This design comes from an exercise in tuning for small area, a short achievable clock period and few clock cycles on the open sky130 flow, not from production work. At most, simulation tests tie the RTL to the original design; equivalence was not proved. No functional check of the RTL was part of run 7. Power figures rest on the tool's default switching activity, not on a simulated workload.

[flow/config.mk]
export PLATFORM = sky130hd
export DESIGN_NAME = xtea
export DESIGN_NICKNAME = xtea
export VERILOG_FILES = /design/flow/design.v
export SDC_FILE = /design/flow/constraint.sdc
export NUM_CORES = 4
export LEC_CHECK = 0
export CAP_MARGIN = 20
export CORE_MARGIN = 2
export CORE_UTILIZATION = 65
export CTS_BUF_LIST = sky130_fd_sc_hd__clkbuf_8
export CTS_CLUSTER_DIAMETER = 40
export CTS_CLUSTER_SIZE = 20
export SETUP_SLACK_MARGIN = 2.5
export SLEW_MARGIN = 20
export BUFFER_PORTS_ARGS = -buffer_cell sky130_fd_sc_hd__buf_1
[flow/constraint.sdc]
create_clock -name core_clock -period 7.5 [get_ports {clk}]
set_input_delay 1.5000 -clock core_clock [delete_from_list [all_inputs] [get_ports {clk}]]
set_output_delay 1.5000 -clock core_clock [all_outputs]
set_load 0.01 [all_outputs]
[flow/design.v]
`default_nettype none
module xtea_core(
                 input wire           clk,
                 input wire           reset_n,
                 input wire           encdec,    
                 input wire           start,     
                 input wire           mode_we,   
                 input wire           mode_new,  
                 output wire          busy,
                 output wire          ready,
                 input wire [127 : 0] key,       
                 input wire [63 : 0]  block,     
                 output wire          swap,      
                 output wire [63 : 0] result     
                );
  localparam [31 : 0] DELTA        = 32'h9e3779b9;
  localparam [31 : 0] DEC_INIT     = ~32'hc6ef3720;  
  localparam [1 : 0]  DEC_INIT_SEL = 2'd2;          
  logic          busy_reg;
  logic [5 : 0]  hr_reg;         
  logic [31 : 0] sum_reg;        
  logic [1 : 0]  sel_reg;        
  logic [31 : 0] rk_reg;         
  logic          swap_reg;       
  logic [31 : 0] a_reg;          
  logic [31 : 0] b_reg;          
  logic          last;
  logic          step;
  logic [31 : 0] sum_next;
  logic [32 : 0] rk33;
  logic [1 : 0]  sel_next;
  logic [31 : 0] keyw;
  logic [31 : 0] f;
  logic [32 : 0] new33;
  assign busy   = busy_reg;
  assign last   = busy_reg && (hr_reg == 6'h0);
  assign ready  = !busy_reg || last;
  assign swap   = swap_reg;
  assign result = {a_reg, b_reg};
  assign step = busy_reg || start;
  always_comb
    begin
      case (sel_reg)
        2'd0: keyw = key[127 : 96];
        2'd1: keyw = key[95 : 64];
        2'd2: keyw = key[63 : 32];
        default: keyw = key[31 : 0];
      endcase
    end
  assign rk33  = {sum_reg, 1'b1} + {keyw ^ {32{!encdec}}, !encdec};
  assign f     = ({b_reg[27 : 0], 4'h0} ^ {5'h0, b_reg[31 : 5]}) + b_reg;
  assign new33 = {a_reg, 1'b1} + {f ^ rk_reg, !encdec};
  assign sum_next = sum_reg + DELTA;
  always_comb
    begin
      if (!hr_reg[0])
        sel_next = encdec ? sum_next[12 : 11] : ~sum_next[1 : 0];
      else
        sel_next = encdec ? sum_reg[1 : 0] : ~sum_reg[12 : 11];
    end
  always_ff @ (posedge clk or negedge reset_n)
    begin : ctrl_update
      if (!reset_n)
        begin
          busy_reg <= 1'b0;
          hr_reg   <= 6'h0;
        end
      else
        begin
          if (step && !last)
            hr_reg <= hr_reg + 6'h1;
          if (start)
            busy_reg <= 1'b1;
          else if (last)
            busy_reg <= 1'b0;
        end
    end
  always_ff @ (posedge clk)
    begin : dp_update
      rk_reg <= rk33[32 : 1];
      if (start)
        begin
          swap_reg <= !encdec;
          a_reg    <= encdec ? block[63 : 32] : block[31 : 0];
          b_reg    <= encdec ? block[31 : 0]  : block[63 : 32];
        end
      else if (busy_reg)
        begin
          a_reg <= b_reg;
          b_reg <= new33[32 : 1];
        end
      if (mode_we)
        begin
          sum_reg <= mode_new ? 32'h0 : DEC_INIT;
          sel_reg <= mode_new ? 2'd0 : DEC_INIT_SEL;
        end
      else if (last)
        begin
          sum_reg <= encdec ? 32'h0 : DEC_INIT;
          sel_reg <= encdec ? 2'd0 : DEC_INIT_SEL;
        end
      else if (step)
        begin
          if (!hr_reg[0])
            sum_reg <= sum_next;
          sel_reg <= sel_next;
        end
    end
endmodule  
`default_nettype none
module xtea(
            input wire               clk,
            input wire               reset_n,
            input wire               cs,
            input wire               we,
            input wire      [7 : 0]  address,
            input wire      [31 : 0] write_data,
            output wire     [31 : 0] read_data
           );
  localparam ADDR_CTRL    = 8'h08;
  localparam ADDR_CONFIG  = 8'h0a;
  localparam ADDR_ROUNDS  = 8'h0c;
  localparam ADDR_KEY0    = 8'h10;
  localparam ADDR_BLOCK0  = 8'h20;
  localparam CORE_NAME0   = 32'h78746561;  
  localparam CORE_NAME1   = 32'h2d313238;  
  localparam CORE_VERSION = 32'h302e3630;  
  logic [31 : 0] key_reg [0 : 3];
  logic [31 : 0] block_reg [0 : 1];
  logic          encdec_reg;
  logic          wr;
  logic          start;
  logic          mode_we;
  logic          busy;
  logic          ready;
  logic          swap;
  logic          rd_b;
  logic [63 : 0] result;
  logic [31 : 0] const_data;
  assign wr      = cs && we && !busy;
  assign start   = wr && (address == ADDR_CTRL) && write_data[1];
  assign mode_we = wr && ((address == ADDR_CONFIG) || (address == ADDR_ROUNDS));
  xtea_core core(
                 .clk(clk),
                 .reset_n(reset_n),
                 .encdec(encdec_reg),
                 .start(start),
                 .mode_we(mode_we),
                 .mode_new(write_data[0]),
                 .busy(busy),
                 .ready(ready),
                 .key({key_reg[0], key_reg[1], key_reg[2], key_reg[3]}),
                 .block({block_reg[0], block_reg[1]}),
                 .swap(swap),
                 .result(result)
                );
  always_ff @ (posedge clk)
    begin : reg_update
      if (mode_we)
        encdec_reg <= write_data[0];
      if (wr && (address[7 : 2] == ADDR_KEY0[7 : 2]))
        key_reg[address[1 : 0]] <= write_data;
      if (wr && (address[7 : 1] == ADDR_BLOCK0[7 : 1]))
        block_reg[address[0]] <= write_data;
    end
  always_comb
    begin : const_mux
      if (address[3])
        const_data = {31'h0, ready};
      else if (address[1])
        const_data = CORE_VERSION;
      else if (address[0])
        const_data = CORE_NAME1;
      else
        const_data = CORE_NAME0;
    end
  assign rd_b      = address[0] ^ swap;
  assign read_data = address[5] ? (rd_b ? result[31 : 0] : result[63 : 32]) :
                     const_data;
endmodule  
[flow/flow/run.sh]
#!/bin/bash
# Standard layout, but the port buffers inserted during placement use
# buf_1 cells (the default choice is a slow delay buffer).
set -euo pipefail
cat >> config.mk <<'EOC'
export BUFFER_PORTS_ARGS = -buffer_cell sky130_fd_sc_hd__buf_1
EOC
bash standard.sh > standard.log 2>&1
[flow/standard.sh]
#!/bin/bash
# synth_recipe.tcl (not shown) runs the flow's synth.tcl, then flattens the netlist and writes it again
# the make line also repeats each setting of config.mk as NAME=value (left out here)
make -C /OpenROAD-flow-scripts/flow DESIGN_CONFIG=/design/flow/config.mk WORK_HOME=/design/flow/orfs CLKGATE_MAP_FILE= SYNTH_SCRIPT=/design/flow/synth_recipe.tcl "${@:-finish}"
==> results of run 1 <==
## where the power goes
group	switching (W)	internal [W]	leakage, nW	total, W
sequential	0.0000237	0.00203	2.99	0.00205
combinational	0.000245	0.000160	4.34	0.000405
clock	0.000737	0.000674	0.467	0.00141
## logic make-up after synthesis
kind of cell,Yosys count
compound gates,425
simple gates,367
flops,331
xor+xnor,204
mux,110
fa+ha+maj,105
buf+inv,92
## timing repair
item                       CTS  global route
setup endpoints to repair    5            14
pin swaps                    1            15
setup buffers                9            13
resized for setup            4            35
hold buffers                 0             0
hold endpoints to repair     0             0
## routing by layer
| layer | GRT usage (%) | part of all wire, % |
|---|---|---|
| met3 | 6.36 | 9.0 |
| met2 | 47.1 | 44 |
| met1 | 47.6 | 45 |
| met4 | 8.93 | 2.5 |
| met5 | 0 | 0 |
## cell usage after synthesis (6+ instances only)
library cell,instances
a211oi_1,14
a21o_1,46
a21oi_1,127
a31oi_1,16
buf_1,12
clkbuf_1,46
dfrtp_1,7
dfxtp_1,32
edfxtp_1,292
ha_1,103
inv_1,33
mux2i_1,76
mux4_2,33
nand2_1,144
nand2b_1,15
nand3_1,27
nand4_1,14
nor2_1,89
nor2b_1,22
nor3_1,16
o211ai_1,6
o21a_1,17
o21ai_0,126
o21bai_1,13
o31ai_1,6
or2_2,6
or3_1,12
xnor2_1,136
xor2_1,68
## stage by stage
step / cell area [sq um] / hold WS, ps / power [W]
global placement: 19600 / 465 / 0.00247
floorplan: 18900 / 446 / 0.00235
CTS: 20600 / 483 / 0.00387
finish: 20800 / 488 / 0.00386
detailed placement: 19600 / 469 / 0.00247
global route: 20800 / 507 / 0.00399
## cell type report
cell class | instances | share of cell area, %
inverters | 33 | 0.596
multi-input cells | 1211 | 43.8
repair buffers | 115 | 2.82
well taps | 384 | 2.31
clock buffers | 42 | 2.78
flip-flops and latches | 331 | 46.1
clock inverters | 32 | 1.57
## worst max-delay path, stage by stage, from the launching register on
cell      delay, ps
edfxtp_1        530
buf_4           210
ha_4            260
a211o_1         320
a211o_1         230
nand4_1         150
o21ai_0         160
a21oi_1         310
xnor2_1         160
ha_1            400
nand4_1         260
nor2_1          350
o311ai_2        280
a211oi_2        280
o21bai_1        110
a31oi_1         200
xnor2_1         170
a21oi_1         100
## worst paths after layout
kind                             endpoint  cells past startpoint            from
setup / recovery           core.b_reg[30]                     17   core.b_reg[6]
hold / removal             core.hr_reg[5]                      1  core.hr_reg[5]
setup reg to reg           core.b_reg[30]                     17   core.b_reg[6]
hold reg to reg            core.hr_reg[5]                      1  core.hr_reg[5]
max in group asynchronous  core.hr_reg[5]                      1         reset_n
min in group asynchronous  core.hr_reg[2]                      1         reset_n
==> summary.txt, run 1 <==
Outcome
The flow ran to the end and the layout has no timing, DRC or antenna violations.

Routing
In the final routed layout, each cell accounts on average for 22.3 um. In the routed design, unresolved DRC markers number 0. The pre-antenna-repair detailed-routing pass consisted of 5 iterations.

Across all layers, the routed design uses 13427 vias. After detailed routing, the number of vias per cell comes to 6.25. The routed wire length is 47800 um. The detail route stage leaves a number of antenna-violating nets equal to 0. After the first detailed-routing iteration, the DRC count stood at 1379.

Flow run
The max capacitance violation total is 0.

Synth
In the synthesized netlist, mux cells make up just over 8% of the area. The share of synthesized area occupied by flip-flops and latches is 50.8%. Yosys mapped a number of flops with a built-in enable equal to 292. Counting flops with an async set or reset pin after synthesis yields a share of 2.11%. The share of synthesized area in the top cell type comes to between 40 and 50%. Counting distinct cell types in the post-synthesis netlist gives 64. The synthesized netlist devotes 13.9% of its cell area to compound gates. The share of synthesized cell area in and, or, nand and nor gates is 8.90%. During synthesis, Yosys emitted a total of 2 warnings.

In the synthesized netlist, the number of instances is 1634. The most used flip-flop cell after synthesis is edfxtp_1. The register bit total from synthesis is roughly 330. Summing the areas of all fa, ha and maj instances in the mapped netlist gives slightly above 7% of the synthesized area. The net count of the mapped netlist is 1783. The cell taking the most area after synthesis is edfxtp_1. Dividing the synthesized area by the synthesized cell count gives 11.5 sq um. By area, the combinational part of the netlist is dominated by compound AO/OA/AOI/OAI gates.

By area the synthesized netlist is led by edfxtp_1, ha_1, xnor2_1. The netlist area before placement is roughly 19000 sq um. After Yosys synthesis, XOR and XNOR cells account for 9.47% of the synthesized area.

Finish
0 antenna diodes ended up in the layout. The post-route core utilization is slightly above 70%. After filler insertion, the fill cell instance count of the layout stands at 1962. Registers take around 9600 sq um.

Leaving out fill and tap cells, the most frequent cell in the layout is edfxtp_1. In the layout the commonest cells are edfxtp_1, nand2_1, xnor2_1, o21ai_0, a21oi_1. The flip-flop count of the largest register, all copies and words added is 128. The area growth from synthesis to layout is 10.3%. The total area of multi-input combinational cells is 9120 sq um. The number of nets at the end of the flow is 1882.

The count of cells in the finished layout, fillers not included, comes to between 2000 and 2500. The fraction of final layout cells with drive strength greater than 1 is 10.8%.

STA
The total negative setup slack is 0 ps. For the pin with the worst max-slew slack, the measured transition is 1030 ps. Setup repair after global routing could not meet its margin everywhere.

The upper clock frequency limit is 209 MHz. The final setup violation count is 0. The max-slew violation count is 0. The headroom to the max-slew limit is 31.4%.

Across the routed clock network, the largest skew measured is 22.3 ps. The clock period minus worst slack is 4780 ps. The worst path meets setup with 2720 ps of slack. The share of the clock period used by the worst path after layout is 63.7%. The final hold violation count is 0.

Die
In this run the standard cell core region covers 28600 sq um. In this run the count of I/O pins placed on the die edge is 76. The die is about 170 um wide. The cell row count is 62. The chip height is between 150 and 200 um. The floorplan step defined a die boundary enclosing 30400 sq um. Once the floorplan was initialized, standard cells occupied 65.9% of the core.

Pwr
The leakage power summed over all cells is about 7.8 nW. IR analysis of the VDD net gives a maximum drop of 0.239 mV. In this run the power density over the cells is 186 nW/um^2.

Critical path
The endpoint required time on the critical path is 7770 ps. The startpoint type of the worst setup path is a flop. By startpoint and endpoint, the worst setup path is classified as flop to flop. STA classifies the critical path endpoint as a flop. In this run the worst path has a maximum fanout of 7.

The worst register-to-register path has a setup slack of 2720 ps. The data arrival time of the worst path is 5050 ps.

Place
The number of placed instances, taps included is 2052. The placed wire-length estimate after detailed placement is 35200 um. The number of port buffers is 75. At the end of routability-driven placement, the weighted congestion stood at 0.957. At the placement stage, the worst setup path has a slack of 2250 ps.

Clock network
The clock net sink count is ~330. The later pin in the worst-skew pair is clocked with a latency of ~570 ps. In this run, CTS created clock tree buffers numbering 41.

In this run the number of H-tree levels came out at 2. The clock root buffer is clkbuf_8. Clock-pin slew was measured on the worst setup and hold paths at 80 ps. TritonCTS built the clock tree. The buffer depth of the longest clock path is 3.

Global route
The pin count of the biggest net entering global routing is 97. The via count of the first global-routing pass is 13196. For this run the aggregate overflow at the end of global routing stands at 0. Global routing consumed, over all layers together, 31.7% of the routing resources. The first global-routing pass estimated 73900 um of wire. The initial antenna violation count is 0.

Hold path
The class of the most critical hold timing path is flop to flop.
Testbench counts, summed over its fixed seeds: cycles 35,648.
==> run 2, diff against run 1 <==
--- a/flow/config.mk
+++ b/flow/config.mk
@@ -7,7 +7,7 @@
 export LEC_CHECK = 0
 export CAP_MARGIN = 20
 export CORE_MARGIN = 2
-export CORE_UTILIZATION = 65
+export CORE_UTILIZATION = 72
 export CTS_BUF_LIST = sky130_fd_sc_hd__clkbuf_8
 export CTS_CLUSTER_DIAMETER = 40
 export CTS_CLUSTER_SIZE = 20
==> run 2 against run 1 <==
Effect of this change:
- worst setup slack worse by 140 ps
- die area is 9.5% lower
- global-route usage is 3.8 points higher
- sequential power hardly changed
- sequential share of layout area is 0.097 points higher
- largest power group unchanged
- hold slack better by 11 ps
- final area is 0.21% lower
- sequential cell count stayed put
- first-iteration DRC count is 27% higher
- critical path type is now primary input to output pin
- critical path depth is 13 lower
- via count is 4.6% higher
- clock power is 9% higher
==> summary.txt, run 2 <==
Outcome
Run status: no timing/DRC/antenna violations (unchanged).

Finish
Commonest cells after routing, fill and taps aside: edfxtp_1, nand2_1, xnor2_1, o21ai_0, a21oi_1 (unchanged). The total area of multi-input combinational cells is 9060 sq um (was 9120 sq um). The post-route standard cell area excluding fillers is 20800 sq um (about the same). The area growth from synthesis to layout is 10.0% (was 10.3%).

The fraction of final layout cells with drive strength greater than 1 came to 10.6% (was 10.8%). The count of fill cells added during filler insertion is 1529 (was 1962). The flip-flop count of the largest register, all copies and words added was 128 (unchanged). The number of nets at the end of the flow is 1878 (was 1882). The most common library cell in the layout ignoring fill and taps is edfxtp_1 (unchanged).

The antenna diode count is 0 (unchanged). The area taken by flip-flops and latches is 9580 sq um (unchanged).

Critical path
The endpoint type of the worst setup path is an output pin (was flop). The depth of the worst register-to-register path is 20 (was 17). The register-to-register setup slack is 2730 ps (was 2720 ps). The source of the worst register-to-register timing path is core.b_reg[4] (was core.b_reg[6]).

The startpoint type of the worst setup path is a primary input (was flop). The critical path start-end classification is primary input to output pin (was flop to flop). The data arrival time of the worst path is 3420 ps (was 5050 ps). The timing startpoint of the critical path is address[5] (was core.b_reg[6]). The endpoint required time on the critical path is 6000 ps (was 7770 ps). The worst reg2reg path endpoint is core.b_reg[31] (was core.b_reg[30]). The maximum fanout along the worst path was 22 (was 7).

Hold path
The class of the most critical hold timing path is flop to flop (unchanged). The source of the worst hold timing path was core.hr_reg[5] (unchanged). The worst hold path endpoint was core.hr_reg[5] (unchanged).

The depth of the worst hold-timing path is 1 (unchanged).

Place
The placed standard-cell area is 19500 sq um (was 19600 sq um). The final weighted congestion of routability-driven global placement is 0.963 (was 0.957). The placed wire-length estimate after detailed placement is 35200 um (about the same).

The number of port buffers is 75 (unchanged).

Die
The number of I/O pins is 76 (unchanged). The initial standard-cell utilization of the core is 72.8% (was 65.9%). The total core area is 25900 sq um (was 28600 sq um). The die area is 27500 sq um (was 30400 sq um). The die extent in x is 166 um (was 174 um). The cell row count is 59 (was 62). The chip height is 166 um (was 174 um).

Synth
The netlist area before placement came to 18900 sq um (unchanged). The net count of the mapped netlist came to 1783 (unchanged). The register bit total from synthesis is 331 (unchanged). The number of instances in the synthesized netlist is 1634 (unchanged). Area contributors post-synth: edfxtp_1, ha_1, xnor2_1 (unchanged).

The area fraction of the dominant cell type after synthesis is 46.5% (unchanged). The number of enable flip-flop cells after synthesis is 292 (unchanged). The fraction of synthesis flops using an asynchronous set or reset pin is 2.11% (unchanged). The share of synthesized area occupied by flip-flops and latches was 50.8% (unchanged). The most used flip-flop cell after synthesis is edfxtp_1 (unchanged). Top post-synthesis cells by count: edfxtp_1, nand2_1, xnor2_1 (unchanged).

The number of different library cells in the post-synthesis netlist is 64 (unchanged). The post-synthesis average cell area is 11.5 sq um (unchanged). The cell taking the most area after synthesis is edfxtp_1 (unchanged).

The most frequent cell after synthesis is edfxtp_1 (unchanged). The number of synthesis warnings is 2 (unchanged).

Clock network
The number of clock buffers inserted by TritonCTS is 41 (unchanged). The source-to-sink clock delay at the later pin of the worst-skew pair is 620 ps (was 570 ps). The maximum level of the CTS H-tree is 2 (unchanged). The clock net sink count was 331 (unchanged).

The buffer depth of the longest clock path was 3 (unchanged). The cts-stage hold buffer count came to 0 (unchanged). The clock tree from TritonCTS is done (unchanged). The post-CTS clock slew at the launch and capture registers of the worst setup and hold paths is 90 ps (was 80 ps). The clock root buffer is clkbuf_8 (unchanged).

Routing
The number of nets still failing antenna checks after routing came to 0 (unchanged). The routed wire length is 49500 um (was 47800 um). The DRC marker count from the first detailed-route iteration came to 1754 (was 1379). The routed wire length per instance was 23.6 um (was 22.3 um).

The routed via count is 14039 (was 13427). The count of TritonRoute iterations in the first routing pass came to 6 (was 5). The post-detailed-route via-to-cell ratio is 6.69 (was 6.25). The remaining routing DRC violations is 0 (unchanged).

Pwr
The power density relative to cell area is 192 nW/um^2 (was 186 nW/um^2). The worst IR drop on VDD is 0.265 mV (was 0.239 mV). The leakage power summed over all cells came to 7.82 nW (was 7.79 nW).

STA
The max-slew violation count is 0 (unchanged). The upper clock frequency limit is 203 MHz (was 209 MHz). The largest clock skew in the final design is 47.4 ps (was 22.3 ps).

The clock period minus worst slack came to 4920 ps (was 4780 ps). The final setup violation count came to 0 (unchanged). RSZ-0062 raised after global routing: yes (unchanged). The transition time at the pin with the least slew margin was 951 ps (was 1030 ps). The final hold violation count came to 0 (unchanged). The total negative setup slack is 0 ps (unchanged). The headroom to the max-slew limit came to 34.9% (was 31.4%). The share of the clock period used by the worst path after layout is 65.6% (was 63.7%).

Global route
The leftover overflow at the end of global routing was 0 (unchanged). The initial antenna violation count is 1 (was 0). The overall routing resource usage is 35.4% (was 31.7%). The pin count of the biggest net entering global routing is 114 (was 97). The via count of the first global-routing pass was 13269 (was 13196). The wire length of the first global-routing pass came to 75400 um (was 73900 um).

Flow run
The max capacitance violation total was 0 (unchanged).
[run 2: cell type report]
class                   count  area share, %
inverters                  33          0.597
well taps                 335           2.02
repair buffers            111           2.77
clock inverters            33           1.92
multi-input cells        1211           43.7
clock buffers              43           2.85
flip-flops and latches    331           46.2
[run 2: how the worst max path moves through the flow]
| stage | slack, ps | end |
|---|---|---|
| floorplan | 2500 | key_reg[2][0] |
| CTS | 2520 | core.b_reg[31] |
| global route | 2470 | core.b_reg[31] |
| finish | 2580 | read_data[26] |
| global placement | 2400 | core.b_reg[31] |
| detailed placement | 2310 | core.b_reg[31] |
[run 2: critical path, stage by stage]
cell             delay (ps)
clkdlybuf4s15_1         690
inv_1                   600
o21ai_0                 390
buf_1                   220
[run 2: metrics by stage]
stage	hold WS (ps)	power [W]	utilization, %	cells	setup slack [ps]
6_report	499	0.00398	80.1	2097	2580
5_1_grt	522	0.00410	80.1	2097	2470
4_1_cts	489	0.00398	79.3	2084	2520
3_5_place_dp	471	0.00247	75.3	2002	2310
3_3_place_gp	464	0.00246	75.3	2002	2400
2_1_floorplan	446	0.00235	-	1634	2500
[run 2: report_power, final]
part	switching (W)	internal (W)
sequential	0.0000246	0.00203
clock	0.000813	0.000713
combinational	0.000248	0.000159
[run 2: metal layers]
layer	share of wire [%]	GRT usage, %
met3	12	6.24
met1	41	53.5
met2	45	54.1
met4	2.5	9.19
met5	0	0
[run 2: cells by family after synthesis]
group | Yosys count | synth area share [%]
multiplexers | 110 | 8.05
buffers and inverters | 92 | 1.84
adder cells (fa/ha/maj) | 105 | 7.05
AO/OA/AOI/OAI | 425 | 13.9
XOR/XNOR | 204 | 9.47
flip-flops | 331 | 50.8
AND/OR/NAND/NOR | 367 | 8.90
[run 2: what timing repair did]
| item | in CTS | in global routing |
|---|---|---|
| gates resized for setup | 3 | 28 |
| pin swaps | 1 | 6 |
| setup endpoints to repair | 2 | 15 |
| setup buffers | 6 | 13 |
| gates cloned | 0 | 0 |
==> run 3, diff against run 2 <==
==> flow/config.mk (replaced) <==
export PLATFORM = sky130hd
export DESIGN_NAME = xtea
export DESIGN_NICKNAME = xtea
export VERILOG_FILES = /design/flow/design.v
export SDC_FILE = /design/flow/constraint.sdc
export NUM_CORES = 4
export LEC_CHECK = 0
export CAP_MARGIN = 20
export CORE_MARGIN = 2
export CORE_UTILIZATION = 65
export CTS_BUF_LIST = sky130_fd_sc_hd__clkbuf_4
export CTS_CLUSTER_DIAMETER = 30
export CTS_CLUSTER_SIZE = 12
export SETUP_SLACK_MARGIN = 2.5
export SLEW_MARGIN = 20
export BUFFER_PORTS_ARGS = -buffer_cell sky130_fd_sc_hd__buf_1
==> run 3 against run 2 <==
Effect of this change:
- still clean
- sequential power about the same
- synthesized cell count unchanged
- register-to-register slack improved by 30 ps
- global-route usage shrank 3.4 points
- fmax rose by 3.7%
- worst setup slack improved by 180 ps
==> summary.txt, run 3 <==
Outcome
Run status: no timing/DRC/antenna violations (unchanged).

Routing
The routed via count is 13776 (was 14039). The remaining routing DRC violations is 0 (unchanged). The number of nets still failing antenna checks after routing is 0 (unchanged). The post-detailed-route via-to-cell ratio is 6.26 (was 6.69). The routed wire length is 48600 um (was 49500 um).

The routed wire length per instance came to 22.1 um (was 23.6 um). The count of TritonRoute iterations in the first routing pass was 6 (unchanged). The DRC marker count from the first detailed-route iteration is 1379 (was 1754).

Synth
The fraction of synthesis flops using an asynchronous set or reset pin is 2.11% (unchanged). The area fraction of the dominant cell type after synthesis came to 46.5% (unchanged). The net count of the mapped netlist is 1783 (unchanged). The netlist area before placement is 18900 sq um (unchanged). The most used flip-flop cell after synthesis is edfxtp_1 (unchanged).

The register bit total from synthesis is 331 (unchanged). The number of enable flip-flop cells after synthesis is 292 (unchanged). The cell taking the most area after synthesis is edfxtp_1 (unchanged). The number of instances in the synthesized netlist was 1634 (unchanged). The post-synthesis average cell area was 11.5 sq um (unchanged). The number of different library cells in the post-synthesis netlist is 64 (unchanged). The most frequent cell after synthesis is edfxtp_1 (unchanged). Area contributors post-synth: edfxtp_1, ha_1, xnor2_1 (unchanged). The number of synthesis warnings is 2 (unchanged).

Top post-synthesis cells by count: edfxtp_1, nand2_1, xnor2_1 (unchanged). The share of synthesized area occupied by flip-flops and latches is 50.8% (unchanged).

Global route
The pin count of the biggest net entering global routing was 97 (was 114). The via count of the first global-routing pass came to 13513 (was 13269). The leftover overflow at the end of global routing came to 0 (unchanged). The wire length of the first global-routing pass is 74800 um (was 75400 um). The overall routing resource usage is 32.1% (was 35.4%).

The initial antenna violation count is 1 (unchanged).

Critical path
The endpoint required time on the critical path is 7900 ps (was 6000 ps). The startpoint type of the worst setup path is a flop (was primary input). The endpoint type of the worst setup path was a flop (was output pin). The maximum fanout along the worst path is 7 (was 22). The data arrival time of the worst path was 5140 ps (was 3420 ps). The critical path start-end classification is flop to flop (was primary input to output pin).

Pwr
The power density relative to cell area is 193 nW/um^2 (was 192 nW/um^2). The combinational share of power was 10.1% (was 10.2%). The internal power is 0.00298 W (was 0.00290 W). The worst IR drop on VDD is 0.183 mV (was 0.265 mV).

The net load switching power is 0.00108 W (about the same). The clock network fraction of design power is 39.4% (was 38.3%). The switching power share of the total is 26.6% (was 27.2%).

The sequential group share of total power is 50.5% (was 51.5%). The leakage power summed over all cells is 7.95 nW (was 7.82 nW).

Clock network
The maximum level of the CTS H-tree is 3 (was 2). The number of clock buffers inserted by TritonCTS is 66 (was 41). The clock tree from TritonCTS was done (unchanged). The buffer depth of the longest clock path is 3 (unchanged). The cts-stage hold buffer count is 0 (unchanged). The post-CTS clock slew at the launch and capture registers of the worst setup and hold paths is 110 ps (was 90 ps). The clock root buffer is clkbuf_4 (was clkbuf_8). The source-to-sink clock delay at the later pin of the worst-skew pair is 690 ps (was 620 ps).

The clock net sink count was 331 (unchanged).

Finish
The post-route non-filler standard cell count is 2202 (was 2097). The most common library cell in the layout ignoring fill and taps is edfxtp_1 (unchanged). The flip-flop count of the largest register, all copies and words added is 128 (unchanged). The area growth from synthesis to layout is 11.6% (was 10.0%). The post-route core utilization came to 73.5% (was 80.1%).

The count of fill cells added during filler insertion is 1980 (was 1529). The number of nets at the end of the flow came to 1913 (was 1878). Commonest cells after routing, fill and taps aside: edfxtp_1, nand2_1, xnor2_1, o21ai_0, a21oi_1 (unchanged). The fraction of final layout cells with drive strength greater than 1 is 13.7% (was 10.6%).

Die
The number of I/O pins came to 76 (unchanged). The die area is 30400 sq um (was 27500 sq um). The cell row count was 62 (was 59).

The chip height is 174 um (was 166 um). The total core area is 28600 sq um (was 25900 sq um). The initial standard-cell utilization of the core is 65.9% (was 72.8%).

The die extent in x came to 174 um (was 166 um).

STA
The final setup violation count was 0 (unchanged). RSZ-0062 raised after global routing: yes (unchanged). The total negative setup slack is 0 ps (unchanged). The clock period minus worst slack was 4740 ps (was 4920 ps).

The max-slew violation count is 0 (unchanged). The final hold violation count is 0 (unchanged). The headroom to the max-slew limit came to 30.2% (was 34.9%). The largest clock skew in the final design is 52.7 ps (was 47.4 ps). The upper clock frequency limit was 211 MHz (was 203 MHz). The share of the clock period used by the worst path after layout was 63.2% (was 65.6%). The transition time at the pin with the least slew margin came to 1040 ps (was 951 ps).

Hold path
The class of the most critical hold timing path is flop to flop (unchanged).

Place
The placed wire-length estimate after detailed placement is 35200 um (about the same). The number of placed instances, taps included was 2052 (was 2002). The final weighted congestion of routability-driven global placement is 0.957 (was 0.963). The number of port buffers was 75 (unchanged).

Flow run
The max capacitance violation total was 0 (unchanged).
[run 3: cell counts after synthesis]
No cell type changed its count.
[run 3: routing by layer]
metal | vias up | part of all wire (%) | track usage [%] | routed length (um)
met2 | 596 | 44 | 47.6 | 21300
met4 | 0 | 2.3 | 9.28 | 1100
met3 | 72 | 9.3 | 7.52 | 4540
met5 | - | 0 | 0 | 0
li1 | 6439 | - | - | -
met1 | 6669 | 45 | 47.5 | 21700
[run 3: power groups by stage]
stage | clock (W) | sequential (W) | combinational (W)
detailed placement | 0 | 0.00209 | 0.000382
finish | 0.00160 | 0.00205 | 0.000409
floorplan | 0 | 0.00208 | 0.000270
CTS | 0.00164 | 0.00205 | 0.000388
global placement | 0 | 0.00209 | 0.000376
global route | 0.00172 | 0.00205 | 0.000449
[run 3: critical path, cell delays in order (launching register included)]
cell,delay [ps]
edfxtp_1,460
ha_1,280
fa_2,370
a21o_1,180
a21oi_2,190
o21ai_0,170
nand3_1,140
a21oi_1,110
a311oi_2,290
xnor2_1,180
ha_2,360
nand4_1,170
o221ai_1,150
nor2b_1,170
a211oi_2,380
a211oi_2,140
or2_2,330
a21oi_1,190
xor2_1,150
mux2i_1,80
[run 3: what timing repair did]
item                       4_1_cts  5_1_grt
cloned                           0        0
setup endpoints to repair        5       14
pin swaps                        1       15
buffers inserted                 8       20
resized for setup                4       40
[run 3: final cells by class]
class / instances / area, sq um / share of cell area (%)
diodes: 1 / 2.50 / 0.0119
clock inverters: 53 / 568 / 2.70
inverters: 33 / 124 / 0.588
multi-input cells: 1211 / 9150 / 43.4
well taps: 384 / 480 / 2.28
clock buffers: 68 / 510 / 2.43
repair buffers: 121 / 634 / 3.01
flip-flops and latches: 331 / 9580 / 45.5
[run 3: stage by stage]
stage / setup slack, ps / power (W) / cell area, sq um / hold WS (ps)
floorplan: 2500 / 0.00235 / 18900 / 446
global placement: 2370 / 0.00247 / 19600 / 465
detailed placement: 2250 / 0.00247 / 19600 / 469
CTS: 2500 / 0.00407 / 20700 / 511
global route: 2480 / 0.00422 / 21000 / 521
finish: 2760 / 0.00406 / 21000 / 512
[run 3: logic make-up (layout without fill, tap and decap cells)]
logic type,after synthesis,after routing,share of synthesized area [%]
AOI/OAI and AO/OA,425,425,13.9
xor gates and xnor gates,204,204,9.47
adders and majority gates,105,105,7.05
buffers and inverters,92,275,1.84
DFF,331,331,50.8
muxes,110,110,8.05
other,0,1,0
and+or+nand+nor,367,367,8.90
[run 3: path summary, 6_finish.rpt]
path	depth (start not counted)	slack (ps)	to	startpoint
hold reg to reg	1	510	core.hr_reg[4]	core.hr_reg[4]
setup / recovery	19	2760	core.b_reg[26]	core.b_reg[0]
hold / removal	1	510	core.hr_reg[4]	core.hr_reg[4]
min in group asynchronous	1	700	core.hr_reg[1]	reset_n
setup reg to reg	19	2760	core.b_reg[26]	core.b_reg[0]
max in group asynchronous	1	6490	core.hr_reg[5]	reset_n
==> run 4, diff against run 3 <==
==> flow/run.sh (new file) <==
#!/bin/bash
# synth_recipe.tcl (not shown) runs the flow's synth.tcl, then flattens the netlist and writes it again
# the make line also repeats each setting of config.mk as NAME=value (left out here)
make -C /OpenROAD-flow-scripts/flow DESIGN_CONFIG=/design/flow/config.mk WORK_HOME=/design/flow/orfs CLKGATE_MAP_FILE= SYNTH_SCRIPT=/design/flow/synth_recipe.tcl finish
==> flow/config.mk (replaced) <==
export PLATFORM = sky130hd
export DESIGN_NAME = xtea
export DESIGN_NICKNAME = xtea
export VERILOG_FILES = /design/flow/design.v
export SDC_FILE = /design/flow/constraint.sdc
export NUM_CORES = 4
export LEC_CHECK = 0
export CAP_MARGIN = 20
export CORE_MARGIN = 2
export CORE_UTILIZATION = 40
export SETUP_SLACK_MARGIN = 2.5
export SLEW_MARGIN = 20
removed: flow/flow/run.sh
removed: flow/standard.sh
==> run 4 against run 3 <==
Effect of this change:
- still clean on timing, DRC and antenna
- worst setup slack got worse by 260 ps
- clock skew fell by 35 ps
- register-to-register slack got worse by 130 ps
- final area rose by 3.7%
- die area rose by 61%
- cell count rose by 7.4%
- fmax fell by 5.1%
- critical endpoint is now read_data[0]
- largest cell class unchanged
- highest routed layer unchanged
==> summary.txt, run 4 <==
Die
The die area came to 48900 sq um (was 30400 sq um). The cell row count is 79 (was 62). The total core area is 46600 sq um (was 28600 sq um).

The die extent in x is 221 um (was 174 um). The number of I/O pins was 76 (unchanged). The initial standard-cell utilization of the core is 40.5% (was 65.9%). The chip height is 221 um (was 174 um).

Synth
The most frequent cell after synthesis is edfxtp_1 (unchanged). The number of enable flip-flop cells after synthesis is 292 (unchanged). The share of synthesized area occupied by flip-flops and latches is 50.8% (unchanged). The post-synthesis average cell area came to 11.5 sq um (unchanged). The cell taking the most area after synthesis is edfxtp_1 (unchanged). The number of different library cells in the post-synthesis netlist is 64 (unchanged). The area fraction of the dominant cell type after synthesis came to 46.5% (unchanged). The fraction of synthesis flops using an asynchronous set or reset pin was 2.11% (unchanged). The number of instances in the synthesized netlist is 1634 (unchanged). The number of synthesis warnings is 2 (unchanged). Top post-synthesis cells by count: edfxtp_1, nand2_1, xnor2_1 (unchanged). The register bit total from synthesis came to 331 (unchanged). The netlist area before placement was 18900 sq um (unchanged). Area contributors post-synth: edfxtp_1, ha_1, xnor2_1 (unchanged).

The most used flip-flop cell after synthesis is edfxtp_1 (unchanged). The net count of the mapped netlist is 1783 (unchanged).

STA
The share of the clock period used by the worst path after layout was 66.6% (was 63.2%). The worst slack on hold paths was 497 ps (was 512 ps). The clock period minus worst slack is 5000 ps (was 4740 ps). RSZ-0062 raised after global routing: yes (unchanged). The max-slew violation count is 0 (unchanged).

The transition time at the pin with the least slew margin is 1020 ps (was 1040 ps). The largest clock skew in the final design is 17.2 ps (was 52.7 ps). The headroom to the max-slew limit came to 31.8% (was 30.2%). The final setup violation count is 0 (unchanged). The total negative setup slack came to 0 ps (unchanged). The final hold violation count is 0 (unchanged). The upper clock frequency limit is 200 MHz (was 211 MHz).

Global route
The initial antenna violation count is 1 (unchanged). The via count of the first global-routing pass came to 13022 (was 13513). The wire length of the first global-routing pass was 76800 um (was 74800 um).

The leftover overflow at the end of global routing came to 0 (unchanged). The pin count of the biggest net entering global routing was 97 (unchanged). The overall routing resource usage is 20.3% (was 32.1%).

Routing
The count of TritonRoute iterations in the first routing pass is 6 (unchanged). The post-detailed-route via-to-cell ratio is 5.63 (was 6.26). The remaining routing DRC violations was 0 (unchanged). The routed via count was 13329 (was 13776). The routed wire length per instance is 21.2 um (was 22.1 um).

The DRC marker count from the first detailed-route iteration is 1266 (was 1379). The routed wire length is 50300 um (was 48600 um). The number of nets still failing antenna checks after routing was 0 (unchanged).

Critical path
The endpoint type of the worst setup path is an output pin (was flop). The data arrival time of the worst path came to 3500 ps (was 5140 ps). The timing startpoint of the critical path is address[3] (was core.b_reg[0]).

The maximum fanout along the worst path came to 8 (was 7). The critical path capture point is read_data[0] (was core.b_reg[26]). The critical path start-end classification is primary input to output pin (was flop to flop). The worst reg2reg path endpoint is core.b_reg[31] (was core.b_reg[26]). The register-to-register setup slack is 2630 ps (was 2760 ps).

The depth of the worst register-to-register path is 20 (was 19). The startpoint type of the worst setup path is a primary input (was flop). The source of the worst register-to-register timing path was core.b_reg[0] (unchanged). The endpoint required time on the critical path is 6000 ps (was 7900 ps).

Flow run
The max capacitance violation total is 0 (unchanged).

Hold path
The class of the most critical hold timing path is flop to flop (unchanged).

Pwr
The total power was 0.00429 W (was 0.00406 W). The power density relative to cell area is 196 nW/um^2 (was 193 nW/um^2). The worst IR drop on VDD is 0.125 mV (was 0.183 mV). The leakage power summed over all cells is 8.12 nW (was 7.95 nW).

Place
The placed standard-cell area is 20400 sq um (was 19600 sq um). The final weighted congestion of routability-driven global placement is 0.929 (was 0.957). The number of port buffers is 75 (unchanged). The number of placed instances, taps included came to 2278 (was 2052). The placed wire-length estimate after detailed placement is 37200 um (was 35200 um).

Clock network
The post-CTS clock slew at the launch and capture registers of the worst setup and hold paths was 60 ps (was 110 ps). The maximum level of the CTS H-tree is 2 (was 3). The cts-stage hold buffer count is 0 (unchanged). The number of clock buffers inserted by TritonCTS came to 38 (was 66). The clock root buffer is clkbuf_16 (was clkbuf_4). The clock tree from TritonCTS is done (unchanged). The clock net sink count is 331 (unchanged). The buffer depth of the longest clock path came to 3 (unchanged). The source-to-sink clock delay at the later pin of the worst-skew pair is 530 ps (was 690 ps).

Finish
The post-route non-filler standard cell count is 2366 (was 2202). The most common library cell in the layout ignoring fill and taps is edfxtp_1 (unchanged). Commonest cells after routing, fill and taps aside: edfxtp_1, nand2_1, xnor2_1, a21oi_1, o21ai_0 (was edfxtp_1, nand2_1, xnor2_1, o21ai_0, a21oi_1). The post-route standard cell area excluding fillers is 21800 sq um (was 21000 sq um).

The count of fill cells added during filler insertion is 4170 (was 1980). The flip-flop count of the largest register, all copies and words added came to 128 (unchanged). The area growth from synthesis to layout came to 15.7% (was 11.6%). The number of nets at the end of the flow is 1880 (was 1913). The fraction of final layout cells with drive strength greater than 1 is 9.73% (was 13.7%).

Outcome
Run status: no timing/DRC/antenna violations (unchanged).
-- run 4: changes by cell type in the layout (fill, tap and decap cells not counted), sizes merged --
cell and change:
buf -81, clkdlybuf4s50 +73, inv -19, clkbuf -15, clkinv -10, bufinv -6, clkinvlp -2, dlygate4sd2 +1
-- run 4: timing repair --
item,in CTS,in global routing
setup buffers,9,10
gates resized for setup,14,28
pin swaps,1,8
cloned,1,0
endpoints found under the hold margin,0,0
setup endpoints to repair,42,26
-- run 4: final cells by class --
class,count,area [sq um],share of cell area [%]
Antenna cell,1,2.50,0.0115
Clock buffer,52,1070,4.89
Timing Repair Buffer,115,1070,4.90
Sequential cell,331,9580,43.9
Multi-Input combinational cell,1211,9070,41.6
Timing Repair inverter,1,7.51,0.0344
Inverter,33,128,0.585
Clock inverter,15,135,0.619
Tap cell,607,759,3.48
-- run 4: layer usage --
layer  vias up  part of all wire, %  global-route usage, %
met5         -                    0                      0
met4         0                  2.6                   5.80
met3        84                  6.4                   3.04
met2       435                   45                   31.8
met1      6489                   46                   29.1
li1       6321                    -                      -
-- run 4: kinds of logic (layout without fill, tap and decap cells) --
logic type / Yosys count / in the layout / synth area share (%)
buffers and inverters: 92 / 216 / 1.84
DFF: 331 / 331 / 50.8
adders and majority gates: 105 / 105 / 7.05
other: 0 / 1 / 0
xor gates and xnor gates: 204 / 204 / 9.47
AOI/OAI and AO/OA: 425 / 425 / 13.9
muxes: 110 / 110 / 8.05
and+or+nand+nor: 367 / 367 / 8.90
-- run 4: worst min-delay path by stage --
stage                           to  slack (ps)  cells past startpoint           start
finish              core.hr_reg[5]         500                      1  core.hr_reg[5]
global route        core.hr_reg[4]         540                      1  core.hr_reg[4]
CTS                 core.hr_reg[5]         500                      1  core.hr_reg[5]
detailed placement  core.hr_reg[5]         490                      1  core.hr_reg[5]
global placement    core.hr_reg[5]         470                      1  core.hr_reg[5]
floorplan           core.hr_reg[5]         450                      1  core.hr_reg[5]
-- run 4: report_power, final --
group | switching (W) | total, W | internal (W)
Sequential | 0.0000238 | 0.00205 | 0.00203
Combinational | 0.000243 | 0.000431 | 0.000188
Clock | 0.000736 | 0.00180 | 0.00107
Total | 0.00100 | 0.00429 | 0.00328
-- run 4: per-stage QoR --
step                utilization, %  setup WS, ps
floorplan                        -          2500
global placement              43.7          2120
detailed placement            43.7          2080
CTS                           46.5          2470
global route                  46.9          2350
finish                        46.9          2500
-- run 4: critical path, cell delays in order --
cell and delay, ps:
clkdlybuf4s50_1 700, nor2_1 140, a311o_1 380, o21ai_0 160, clkdlybuf4s50_1 610
==> run 5, diff against run 4 <==
--- a/flow/config.mk
+++ b/flow/config.mk
@@ -8,5 +8,5 @@
 export CAP_MARGIN = 20
 export CORE_MARGIN = 2
 export CORE_UTILIZATION = 40
-export SETUP_SLACK_MARGIN = 2.5
+export SETUP_SLACK_MARGIN = 3.2
 export SLEW_MARGIN = 20
==> run 5 against run 4 <==
Effect of this change:
- sequential cell count is the same
- hold slack lost 24 ps
- via count grew 2.2%
- largest power group unchanged
- die area is the same
- total power grew 0.75%
- largest cell class is now multi-input gates
- synthesized cell count is the same
- fmax grew 1.4%
- still clean
- critical path type is now flop to flop
==> summary.txt, run 5 <==
Synth
The most frequent cell after synthesis was edfxtp_1 (unchanged). The register bit total from synthesis is 331 (unchanged). The share of synthesized area occupied by flip-flops and latches came to 50.8% (unchanged). The net count of the mapped netlist is 1783 (unchanged). The cell taking the most area after synthesis is edfxtp_1 (unchanged). The area fraction of the dominant cell type after synthesis is 46.5% (unchanged). Area contributors post-synth: edfxtp_1, ha_1, xnor2_1 (unchanged). The fraction of synthesis flops using an asynchronous set or reset pin is 2.11% (unchanged). Top post-synthesis cells by count: edfxtp_1, nand2_1, xnor2_1 (unchanged). The number of instances in the synthesized netlist was 1634 (unchanged).

The number of different library cells in the post-synthesis netlist came to 64 (unchanged). The number of enable flip-flop cells after synthesis is 292 (unchanged). The most used flip-flop cell after synthesis is edfxtp_1 (unchanged).

The number of synthesis warnings is 2 (unchanged). The netlist area before placement is 18900 sq um (unchanged). The post-synthesis average cell area is 11.5 sq um (unchanged).

Critical path
The family with the most delay on the worst path is compound AO/OA/AOI/OAI gates (was buffers and inverters). The endpoint required time on the critical path is 7750 ps (was 6000 ps). The library cell contributing the largest single delay on the critical path is edfxtp_1 (was clkdlybuf4s50_1). The startpoint type of the worst setup path is a flop (was primary input). The endpoint type of the worst setup path is a flop (was output pin). The critical path start-end classification is flop to flop (was primary input to output pin).

The maximum fanout along the worst path was 5 (was 8). The delay of the slowest cell on the worst path is 420 ps (was 700 ps). The number of buffers and inverters on the critical path is 2 (unchanged).

The data arrival time of the worst path is 5180 ps (was 3500 ps). Sequence of cells on the critical path: buf_6, ha_4, fa_2, a21o_1, a21oi_4, o211ai_1, nand3b_1, a21oi_4, o21ai_1, nand2b_1, a21oi_2, xnor2_1, ha_1, buf_6, and3_4, a311o_1, o311ai_4, o21ai_4, o2111ai_2, nand2_1, xnor2_2, mux2i_1 (was clkdlybuf4s50_1, nor2_1, a311o_1, o21ai_0, clkdlybuf4s50_1).

Hold path
The class of the most critical hold timing path is flop to flop (unchanged).

Clock network
The clock root buffer is clkbuf_16 (unchanged). The clock tree from TritonCTS was done (unchanged). The cts-stage hold buffer count is 0 (unchanged). The post-CTS clock slew at the launch and capture registers of the worst setup and hold paths was 60 ps (about the same). The clock net sink count is 331 (unchanged). The maximum level of the CTS H-tree is 2 (unchanged). The buffer depth of the longest clock path is 3 (unchanged).

The number of clock buffers inserted by TritonCTS is 37 (was 38). The source-to-sink clock delay at the later pin of the worst-skew pair came to 540 ps (was 530 ps).

STA
The max-slew violation count is 0 (unchanged). The total negative setup slack is 0 ps (unchanged). The largest clock skew in the final design came to 21.0 ps (was 17.2 ps). The transition time at the pin with the least slew margin was 1000 ps (was 1020 ps). The share of the clock period used by the worst path after layout was 65.7% (was 66.6%). The upper clock frequency limit is 203 MHz (was 200 MHz).

The clock period minus worst slack is 4930 ps (was 5000 ps). The final setup violation count is 0 (unchanged). The worst slack on hold paths is 473 ps (was 497 ps).

The headroom to the max-slew limit is 33.0% (was 31.8%). RSZ-0062 raised after global routing: yes (unchanged). The final hold violation count is 0 (unchanged). The setup slack of the critical path after layout is 2570 ps (was 2500 ps).

Global route
The overall routing resource usage is 20.9% (was 20.3%). The via count of the first global-routing pass is 13086 (was 13022). The pin count of the biggest net entering global routing was 96 (was 97).

The initial antenna violation count was 0 (was 1). The leftover overflow at the end of global routing is 0 (unchanged). The wire length of the first global-routing pass is 78800 um (was 76800 um).

Routing
The remaining routing DRC violations was 0 (unchanged). The count of TritonRoute iterations in the first routing pass is 5 (was 6). The routed wire length per instance is 21.5 um (was 21.2 um).

The routed via count is 13620 (was 13329). The post-detailed-route via-to-cell ratio is 5.59 (was 5.63). The number of nets still failing antenna checks after routing came to 0 (unchanged).

The routed wire length came to 52500 um (was 50300 um). The DRC marker count from the first detailed-route iteration came to 1258 (was 1266).

Die
The cell row count came to 79 (unchanged). The chip height is 221 um (unchanged). The total core area came to 46600 sq um (unchanged). The initial standard-cell utilization of the core was 40.5% (unchanged). The die extent in x is 221 um (unchanged). The number of I/O pins was 76 (unchanged). The die area is 48900 sq um (unchanged).

Finish
The fraction of final layout cells with drive strength greater than 1 was 17.7% (was 9.73%). The total area of multi-input combinational cells is 9630 sq um (was 9070 sq um). The number of nets at the end of the flow is 1951 (was 1880). The area taken by flip-flops and latches is 9580 sq um (unchanged). The count of fill cells added during filler insertion is 4082 (was 4170).

The area growth from synthesis to layout is 22.0% (was 15.7%). The flip-flop count of the largest register, all copies and words added was 128 (unchanged). The antenna diode count is 0 (was 1).

The most common library cell in the layout ignoring fill and taps is edfxtp_1 (unchanged). Commonest cells after routing, fill and taps aside: edfxtp_1, nand2_1, xnor2_1, o21ai_0, a21oi_1 (was edfxtp_1, nand2_1, xnor2_1, a21oi_1, o21ai_0).

Pwr
The power density relative to cell area is 188 nW/um^2 (was 196 nW/um^2). The leakage power summed over all cells is 8.72 nW (was 8.12 nW). The worst IR drop on VDD is 0.138 mV (was 0.125 mV).

Place
The post-placement worst setup slack is 1960 ps (was 2080 ps). The number of port buffers is 75 (unchanged). The placed wire-length estimate after detailed placement is 37000 um (was 37200 um).

The final weighted congestion of routability-driven global placement came to 0.919 (was 0.929).

Outcome
Run status: no timing/DRC/antenna violations (unchanged).

Flow run
The max capacitance violation total was 0 (unchanged).
-- run 5: changes by cell type in the layout (fill, tap and decap cells not counted), moves of 8 or more --
| cell | delta |
|---|---|
| buf_4 | +57 |
| dlygate4sd2_1 | +25 |
| o21ai_0 | -11 |
| buf_6 | +8 |
| a21oi_2 | +11 |
| ha_1 | -10 |
| nor2_1 | -8 |
| a21oi_1 | -14 |
| clkdlybuf4s50_1 | -34 |
-- run 5: per-stage QoR --
step	instance area (sq um)	util, %	std cells	total power, W
final	23000	49.4	2437	0.00432
after global routing	23000	49.4	2437	0.00447
after CTS	22500	48.3	2411	0.00432
after detailed placement	20400	43.8	2276	0.00250
after global placement	20400	43.8	2276	0.00250
after floorplan	18900	-	1634	0.00235
-- run 5: logic make-up (layout without fill, tap and decap cells) --
family	after synthesis	in the layout	share of synthesized area, %
AOI/OAI and AO/OA	425	425	13.9
and+or+nand+nor	367	367	8.90
DFF	331	331	50.8
xor gates and xnor gates	204	204	9.47
muxes	110	110	8.05
adders and majority gates	105	105	7.05
buffers and inverters	92	288	1.84
-- run 5: what timing repair did --
action | CTS | global route
setup buffers | 66 | 25
gates cloned | 2 | 1
pin swaps | 65 | 54
resized for setup | 138 | 69
endpoints found under the setup margin | 109 | 34
-- run 5: worst paths after layout --
path	startpoint	endpoint	slack (ps)	depth (start not counted)
setup / recovery	core.b_reg[5]	core.b_reg[29]	2570	22
hold / removal	core.hr_reg[5]	core.hr_reg[5]	470	1
setup reg to reg	core.b_reg[5]	core.b_reg[29]	2570	22
hold reg to reg	core.hr_reg[5]	core.hr_reg[5]	470	1
max in group asynchronous	reset_n	core.hr_reg[5]	6020	1
min in group asynchronous	reset_n	core.busy_reg	1240	1
-- run 5: report_power, final --
part,internal (W),switching [W]
Sequential,0.00203,0.0000234
Clock,0.00103,0.000732
Combinational,0.000229,0.000274
Total,0.00329,0.00103
-- run 5: per-layer routing --
metal  up-vias  wire (um)  global-route usage (%)
met5         -          0                       0
met4         0       1530                    5.93
met3        82       3080                    2.91
met2       423      23400                    32.3
met1      6660      24500                    30.6
li1       6455          -                       -
-- run 5: final cells by class --
type                            count  area share [%]
Multi-Input combinational cell   1211            41.9
Tap cell                          607            3.30
Timing Repair inverter              1          0.0326
Clock buffer                       48            4.57
Sequential cell                   331            41.7
Inverter                           33           0.555
Clock inverter                     19           0.598
Timing Repair Buffer              187            7.44
==> run 6, diff against run 5 <==
--- a/flow/config.mk
+++ b/flow/config.mk
@@ -7,6 +7,9 @@
 export LEC_CHECK = 0
 export CAP_MARGIN = 20
 export CORE_MARGIN = 2
-export CORE_UTILIZATION = 40
-export SETUP_SLACK_MARGIN = 3.2
+export CORE_UTILIZATION = 65
+export CTS_BUF_LIST = sky130_fd_sc_hd__clkbuf_8
+export CTS_CLUSTER_DIAMETER = 40
+export CTS_CLUSTER_SIZE = 20
+export SETUP_SLACK_MARGIN = 2.5
 export SLEW_MARGIN = 20
==> run 6 against run 5 <==
Effect of this change:
- non-clock buffer count decreased by 74
- area after synthesis stayed put
- sequential power is essentially flat
- first-iteration DRC count up 37%
- register-to-register slack gained 50 ps
- clock power decreased by 13%
- cell count shrank 12%
- via count is 1.0% higher
- critical path type is now primary input to output pin
==> summary.txt, run 6 <==
Outcome
Run status: no timing/DRC/antenna violations (unchanged).

Synth
The share of synthesized area occupied by flip-flops and latches is 50.8% (unchanged). The post-synthesis average cell area was 11.5 sq um (unchanged). The cell taking the most area after synthesis is edfxtp_1 (unchanged).

Top post-synthesis cells by count: edfxtp_1, nand2_1, xnor2_1 (unchanged). The number of enable flip-flop cells after synthesis is 292 (unchanged). Area contributors post-synth: edfxtp_1, ha_1, xnor2_1 (unchanged). The area fraction of the dominant cell type after synthesis came to 46.5% (unchanged). The netlist area before placement was 18900 sq um (unchanged). The fraction of synthesis flops using an asynchronous set or reset pin is 2.11% (unchanged). The number of instances in the synthesized netlist came to 1634 (unchanged).

The most used flip-flop cell after synthesis is edfxtp_1 (unchanged). The number of synthesis warnings is 2 (unchanged). The net count of the mapped netlist is 1783 (unchanged). The most frequent cell after synthesis is edfxtp_1 (unchanged). The register bit total from synthesis is 331 (unchanged). The number of different library cells in the post-synthesis netlist was 64 (unchanged).

Clock network
The clock root buffer is clkbuf_8 (was clkbuf_16). The cts-stage hold buffer count came to 0 (unchanged). The buffer depth of the longest clock path is 3 (unchanged). The post-CTS clock slew at the launch and capture registers of the worst setup and hold paths is 80 ps (was 60 ps). The maximum level of the CTS H-tree is 2 (unchanged). The source-to-sink clock delay at the later pin of the worst-skew pair is 590 ps (was 540 ps). The number of clock buffers inserted by TritonCTS came to 42 (was 37). The clock net sink count came to 331 (unchanged). The clock tree from TritonCTS is done (unchanged).

Finish
The flip-flop count of the largest register, all copies and words added came to 128 (unchanged). The most common library cell in the layout ignoring fill and taps is edfxtp_1 (unchanged). The antenna diode count was 0 (unchanged).

The count of fill cells added during filler insertion came to 1946 (was 4082). The fraction of final layout cells with drive strength greater than 1 came to 11.2% (was 17.7%). The area growth from synthesis to layout came to 13.2% (was 22.0%). The post-route non-filler standard cell count came to 2149 (was 2437).

Commonest cells after routing, fill and taps aside: edfxtp_1, nand2_1, xnor2_1, o21ai_0, a21oi_1 (unchanged). The number of nets at the end of the flow came to 1882 (was 1951).

Die
The cell row count is 62 (was 79). The die area came to 30400 sq um (was 48900 sq um). The die extent in x is 174 um (was 221 um). The chip height is 174 um (was 221 um).

The number of I/O pins came to 76 (unchanged). The initial standard-cell utilization of the core is 65.9% (was 40.5%). The total core area is 28600 sq um (was 46600 sq um).

Routing
The number of nets still failing antenna checks after routing came to 0 (unchanged). The routed wire length is 48700 um (was 52500 um). The routed wire length per instance came to 22.6 um (was 21.5 um). The post-detailed-route via-to-cell ratio came to 6.40 (was 5.59). The routed via count is 13756 (was 13620). The remaining routing DRC violations is 0 (unchanged).

The DRC marker count from the first detailed-route iteration is 1720 (was 1258). The count of TritonRoute iterations in the first routing pass is 5 (unchanged).

Place
The number of port buffers is 75 (unchanged). The final weighted congestion of routability-driven global placement is 1.08 (was 0.919). The number of placed instances, taps included is 2052 (was 2276). The placed wire-length estimate after detailed placement is 34900 um (was 37000 um).

STA
The transition time at the pin with the least slew margin was 939 ps (was 1000 ps). The worst slack on hold paths is 491 ps (was 473 ps). The final hold violation count is 0 (unchanged). The final setup violation count is 0 (unchanged). The clock period minus worst slack is 4950 ps (was 4930 ps).

The total negative setup slack was 0 ps (unchanged). The headroom to the max-slew limit is 35.8% (was 33.0%). The upper clock frequency limit is 202 MHz (was 203 MHz).

RSZ-0062 raised after global routing: yes (unchanged). The largest clock skew in the final design came to 37.1 ps (was 21.0 ps). The max-slew violation count was 0 (unchanged).

The share of the clock period used by the worst path after layout came to 66.0% (was 65.7%).

Global route
The pin count of the biggest net entering global routing is 97 (was 96). The via count of the first global-routing pass was 13152 (was 13086). The wire length of the first global-routing pass came to 74700 um (was 78800 um). The initial antenna violation count is 1 (was 0).

The overall routing resource usage came to 32.0% (was 20.9%). The leftover overflow at the end of global routing is 0 (unchanged).

Critical path
The data arrival time of the worst path came to 3450 ps (was 5180 ps). The startpoint type of the worst setup path is a primary input (was flop). The endpoint required time on the critical path is 6000 ps (was 7750 ps). The critical path start-end classification is primary input to output pin (was flop to flop). The endpoint type of the worst setup path is an output pin (was flop).

The maximum fanout along the worst path is 20 (was 5).

Flow run
The max capacitance violation total is 0 (unchanged).

Hold path
The class of the most critical hold timing path is flop to flop (unchanged).

Pwr
The worst IR drop on VDD is 0.226 mV (was 0.138 mV). The leakage power summed over all cells is 8.03 nW (was 8.72 nW). The total power is 0.00401 W (was 0.00432 W). The power density relative to cell area is 188 nW/um^2 (about the same).
## run 6: cell counts after synthesis
Identical to the previous run, type by type.
## run 6: cells by family after synthesis
kind of cell / after synthesis / synth area share (%)
XOR/XNOR: 204 / 9.47
AND/OR/NAND/NOR: 367 / 8.90
AO/OA/AOI/OAI: 425 / 13.9
multiplexers: 110 / 8.05
adder cells (fa/ha/maj): 105 / 7.05
buffers and inverters: 92 / 1.84
flip-flops: 331 / 50.8
## run 6: metal layers
metal | GRT usage (%) | part of all wire, % | vias up
li1 | - | - | 6330
met1 | 49.8 | 45 | 6636
met2 | 46.9 | 43 | 692
met3 | 4.64 | 9.1 | 96
met4 | 9.31 | 2.7 | 2
met5 | 0 | 0.027 | -
## run 6: path summary, 6_finish.rpt
check / from / to / slack, ps / cells after the start
max: address[5] / read_data[24] / 2550 / 4
min: core.hr_reg[5] / core.hr_reg[5] / 490 / 1
max reg2reg: core.b_reg[14] / core.b_reg[31] / 2620 / 21
min reg2reg: core.hr_reg[5] / core.hr_reg[5] / 490 / 1
max in group asynchronous: reset_n / core.hr_reg[0] / 6030 / 1
min in group asynchronous: reset_n / core.hr_reg[1] / 1210 / 1
## run 6: power by group
group          switching (W)  internal, W
clock               0.000800     0.000733
sequential         0.0000239      0.00203
combinational       0.000244     0.000187
total                0.00107      0.00295
## run 6: cell type report
type	instances	area, sq um	area share [%]
multi-input cells	1211	9080	42.5
flip-flops and latches	331	9580	44.9
clock inverters	34	428	2.00
well taps	384	480	2.25
repair buffers	113	1060	4.95
clock buffers	42	578	2.71
repair inverters	1	7.51	0.0352
inverters	33	128	0.598
## run 6: per-stage QoR
| stage | cell area (sq um) | worst slack [ps] | utilization (%) |
|---|---|---|---|
| 6_report | 21300 | 2550 | 74.6 |
| 5_1_grt | 21300 | 2380 | 74.6 |
| 4_1_cts | 21100 | 2520 | 73.8 |
| 3_5_place_dp | 20000 | 2070 | 70.0 |
| 3_3_place_gp | 20000 | 2190 | 70.0 |
| 2_1_floorplan | 18900 | 2500 | - |
## run 6: critical path: stages
cell,delay (ps)
clkdlybuf4s15_2,540
clkinvlp_4,500
o21ai_0,320
clkdlybuf4s50_1,580
## run 6: repair_timing
item | 4_1_cts | 5_1_grt
pin swaps | 0 | 7
gates resized for setup | 11 | 28
setup endpoints to repair | 36 | 16
buffers inserted | 7 | 12
cloned | 1 | 0
endpoints found under the hold margin | 0 | 0
==> run 7, diff against run 6 <==
--- a/flow/design.v
+++ b/flow/design.v
@@ -14,7 +14,7 @@
                  output wire [63 : 0] result     
                 );
   localparam [31 : 0] DELTA        = 32'h9e3779b9;
-  localparam [31 : 0] DEC_INIT     = ~32'hc6ef3720;  
+  localparam [31 : 0] DEC_INIT     = 32'hc6ef3720;  
   localparam [1 : 0]  DEC_INIT_SEL = 2'd2;          
   logic          busy_reg;
   logic [5 : 0]  hr_reg;         
@@ -27,7 +27,6 @@
   logic          last;
   logic          step;
   logic [31 : 0] sum_next;
-  logic [32 : 0] rk33;
   logic [1 : 0]  sel_next;
   logic [31 : 0] keyw;
   logic [31 : 0] f;
@@ -47,16 +46,15 @@
         default: keyw = key[31 : 0];
       endcase
     end
-  assign rk33  = {sum_reg, 1'b1} + {keyw ^ {32{!encdec}}, !encdec};
   assign f     = ({b_reg[27 : 0], 4'h0} ^ {5'h0, b_reg[31 : 5]}) + b_reg;
   assign new33 = {a_reg, 1'b1} + {f ^ rk_reg, !encdec};
-  assign sum_next = sum_reg + DELTA;
+  assign sum_next = encdec ? sum_reg + DELTA : sum_reg - DELTA;
   always_comb
     begin
       if (!hr_reg[0])
-        sel_next = encdec ? sum_next[12 : 11] : ~sum_next[1 : 0];
+        sel_next = encdec ? sum_next[12 : 11] : sum_next[1 : 0];
       else
-        sel_next = encdec ? sum_reg[1 : 0] : ~sum_reg[12 : 11];
+        sel_next = encdec ? sum_reg[1 : 0] : sum_reg[12 : 11];
     end
   always_ff @ (posedge clk or negedge reset_n)
     begin : ctrl_update
@@ -77,7 +75,7 @@
     end
   always_ff @ (posedge clk)
     begin : dp_update
-      rk_reg <= rk33[32 : 1];
+      rk_reg <= (sum_reg + keyw) ^ {32{!encdec}};
       if (start)
         begin
           swap_reg <= !encdec;
==> flow/config.mk (replaced) <==
export PLATFORM = sky130hd
export DESIGN_NAME = xtea
export DESIGN_NICKNAME = xtea
export VERILOG_FILES = /design/flow/design.v
export SDC_FILE = /design/flow/constraint.sdc
export NUM_CORES = 4
export LEC_CHECK = 0
export CAP_MARGIN = 20
export CORE_MARGIN = 2
export CORE_UTILIZATION = 40
export SETUP_SLACK_MARGIN = 2.5
export SLEW_MARGIN = 20
==> run 7 against run 6 <==
Effect of this change:
- still clean on timing, DRC and antenna
- first-iteration DRC count shrank 31%
- sequential power shrank 2%
- global-route usage shrank 12 points
- routed wire length grew 3.5%
- combinational power shrank 63%
- area after synthesis grew 3.4%
- cell count grew 14%
- via count shrank 2.1%
- die area grew 66%
- highest routed layer is now met4
==> summary.txt, run 7 <==
Outcome
Run status: no timing/DRC/antenna violations (unchanged).

STA
The total negative setup slack is 0 ps (unchanged). The share of the clock period used by the worst path after layout is 66.3% (was 66.0%). The setup slack of the critical path after layout was 2530 ps (was 2550 ps). RSZ-0062 raised after global routing: yes (unchanged). The clock period minus worst slack is 4970 ps (was 4950 ps). The max-slew violation count is 0 (unchanged). The upper clock frequency limit is 201 MHz (was 202 MHz). The final hold violation count was 0 (unchanged). The headroom to the max-slew limit is 32.0% (was 35.8%).

Synth
The area fraction of the dominant cell type after synthesis came to 45.0% (was 46.5%). The number of different library cells in the post-synthesis netlist is 69 (was 64). The multiplexer fraction of the synthesized cell area is 7.76% (was 8.05%). The share of synthesized cell area in and, or, nand and nor gates is 8.26% (was 8.90%). The most frequent cell after synthesis is edfxtp_1 (unchanged). The share of synthesized area occupied by flip-flops and latches is 49.2% (was 50.8%). The net count of the mapped netlist is 1868 (was 1783). The register bit total from synthesis was 331 (unchanged). The fraction of synthesized cell area in xor and xnor cells is 9.34% (was 9.47%).

Area contributors post-synth: edfxtp_1, ha_1, xnor2_1 (unchanged). The fraction of synthesis flops using an asynchronous set or reset pin was 2.11% (unchanged). The post-synthesis average cell area was 11.6 sq um (was 11.5 sq um).

The number of enable flip-flop cells after synthesis is 292 (unchanged).

Finish
The most common library cell in the layout ignoring fill and taps is edfxtp_1 (unchanged). Commonest cells after routing, fill and taps aside: edfxtp_1, nand2_1, xnor2_1, ha_1, a21oi_1 (was edfxtp_1, nand2_1, xnor2_1, o21ai_0, a21oi_1). The post-route standard cell area excluding fillers is 22700 sq um (was 21300 sq um). The area growth from synthesis to layout came to 16.3% (was 13.2%). The flip-flop count of the largest register, all copies and words added came to 128 (unchanged). The number of nets at the end of the flow is 1988 (was 1882). The fraction of final layout cells with drive strength greater than 1 was 11.4% (was 11.2%).

Clock network
The clock root buffer is clkbuf_16 (was clkbuf_8). The number of clock buffers inserted by TritonCTS is 36 (was 42). The clock net sink count is 331 (unchanged). The clock tree from TritonCTS is done (unchanged). The maximum level of the CTS H-tree came to 2 (unchanged). The source-to-sink clock delay at the later pin of the worst-skew pair is 530 ps (was 590 ps).

Routing
The DRC marker count from the first detailed-route iteration was 1193 (was 1720). The count of TritonRoute iterations in the first routing pass came to 5 (unchanged). The post-detailed-route via-to-cell ratio is 5.49 (was 6.40). The remaining routing DRC violations is 0 (unchanged). The routed wire length is 50400 um (was 48700 um). The routed wire length per instance came to 20.5 um (was 22.6 um). The routed via count is 13464 (was 13756). The number of nets still failing antenna checks after routing is 0 (unchanged).

Place
The placed standard-cell area came to 21000 sq um (was 20000 sq um). The final weighted congestion of routability-driven global placement came to 0.923 (was 1.08). The number of port buffers came to 75 (unchanged). The placed wire-length estimate after detailed placement is 36700 um (was 34900 um).

Critical path
The critical path start-end classification is flop to flop (was primary input to output pin). The worst reg2reg path endpoint is core.b_reg[31] (unchanged). The maximum fanout along the worst path is 3 (was 20). The register-to-register setup slack is 2530 ps (was 2620 ps). The depth of the worst register-to-register path is 21 (unchanged). The endpoint required time on the critical path is 7760 ps (was 6000 ps).

The startpoint type of the worst setup path is a flop (was primary input). The endpoint type of the worst setup path is a flop (was output pin). The data arrival time of the worst path is 5230 ps (was 3450 ps).

Die
The die extent in x is 225 um (was 174 um). The initial standard-cell utilization of the core is 40.7% (was 65.9%). The total core area is 47900 sq um (was 28600 sq um). The cell row count is 80 (was 62).

The chip height is 225 um (was 174 um).

Global route
The leftover overflow at the end of global routing is 0 (unchanged). The overall routing resource usage was 19.9% (was 32.0%). The pin count of the biggest net entering global routing came to 127 (was 97).

The wire length of the first global-routing pass was 76700 um (was 74700 um).

Pwr
The leakage power summed over all cells is 8.69 nW (was 8.03 nW). The power density relative to cell area came to 169 nW/um^2 (was 188 nW/um^2).

Hold path
The class of the most critical hold timing path is flop to flop (unchanged). The source of the worst hold timing path is core.hr_reg[5] (unchanged). The depth of the worst hold-timing path is 1 (unchanged).
run 7: cell count changes in the layout (fill, tap and decap cells not counted), sizes merged, moves of 10 or more:
cell / delta
ha: +29
buf: +17
a31oi: +12
nor2: -12
a21o: +10
and3: +10
nand3: -10
run 7: area by class of cell:
class | instances | area [sq um]
Clock inverter | 18 | 114
Inverter | 45 | 184
Clock buffer | 48 | 998
Tap cell | 615 | 769
Timing Repair inverter | 1 | 7.51
Fill cell | 4252 | 25300
Timing Repair Buffer | 130 | 1200
Multi-Input combinational cell | 1263 | 9820
Sequential cell | 331 | 9580
run 7: worst max-delay path: stages (launching register included):
cell	delay [ps]
edfxtp_1	440
buf_4	190
fa_2	400
a21o_1	170
a21o_1	180
a31o_1	250
a221oi_4	260
buf_4	170
a22oi_2	70
xnor2_1	220
ha_1	280
a21o_1	180
a211o_1	280
a21oi_2	190
o21bai_1	100
a31o_1	200
a211oi_2	200
nor3_2	80
a41o_1	240
o41a_1	390
xor2_1	150
a21oi_1	80
run 7: timing repair:
action	CTS	global route
pin swaps	9	32
gates cloned	1	0
buffers inserted	18	20
endpoints found under the setup margin	39	43
resized for setup	28	29
run 7: kinds of logic after synthesis:
group	Yosys count
multiplexers	110
AND/OR/NAND/NOR	354
adder cells (fa/ha/maj)	136
AO/OA/AOI/OAI	455
flip-flops	331
XOR/XNOR	208
buffers and inverters	94
run 7: routing by layer:
layer / part of all wire (%) / track usage (%) / wire, um
met5: 0 / 0 / 0
met4: 2.3 / 5.40 / 1160
met3: 5.2 / 2.39 / 2630
met2: 45 / 31.1 / 22400
met1: 48 / 29.2 / 24100
run 7: power breakdown:
part           switching, W  leakage [nW]  internal, W  total [W]
clock network      0.000734         0.544     0.000946    0.00168
logic             0.0000892          5.15    0.0000696   0.000159
registers        0.00000249          2.99      0.00200    0.00200
total              0.000825          8.69      0.00301    0.00384
run 7: worst max path at each step:
stage                             start             end  slack (ps)  cells past startpoint
final                     core.b_reg[1]  core.b_reg[31]        2530                     21
after global routing      core.b_reg[1]  core.b_reg[28]        2290                     22
after CTS                    address[3]   read_data[10]        2410                      5
after detailed placement     address[0]   read_data[20]        1990                      6
after global placement       address[0]   read_data[20]        2020                      6
after floorplan              address[6]   key_reg[2][0]        2470                      4
run 7: per-stage QoR:
stage	hold WS [ps]	util [%]	cells
detailed placement	475	43.9	2346
global route	494	47.3	2451
CTS	483	46.7	2431
finish	480	47.3	2451
floorplan	437	-	1688
global placement	454	43.9	2346
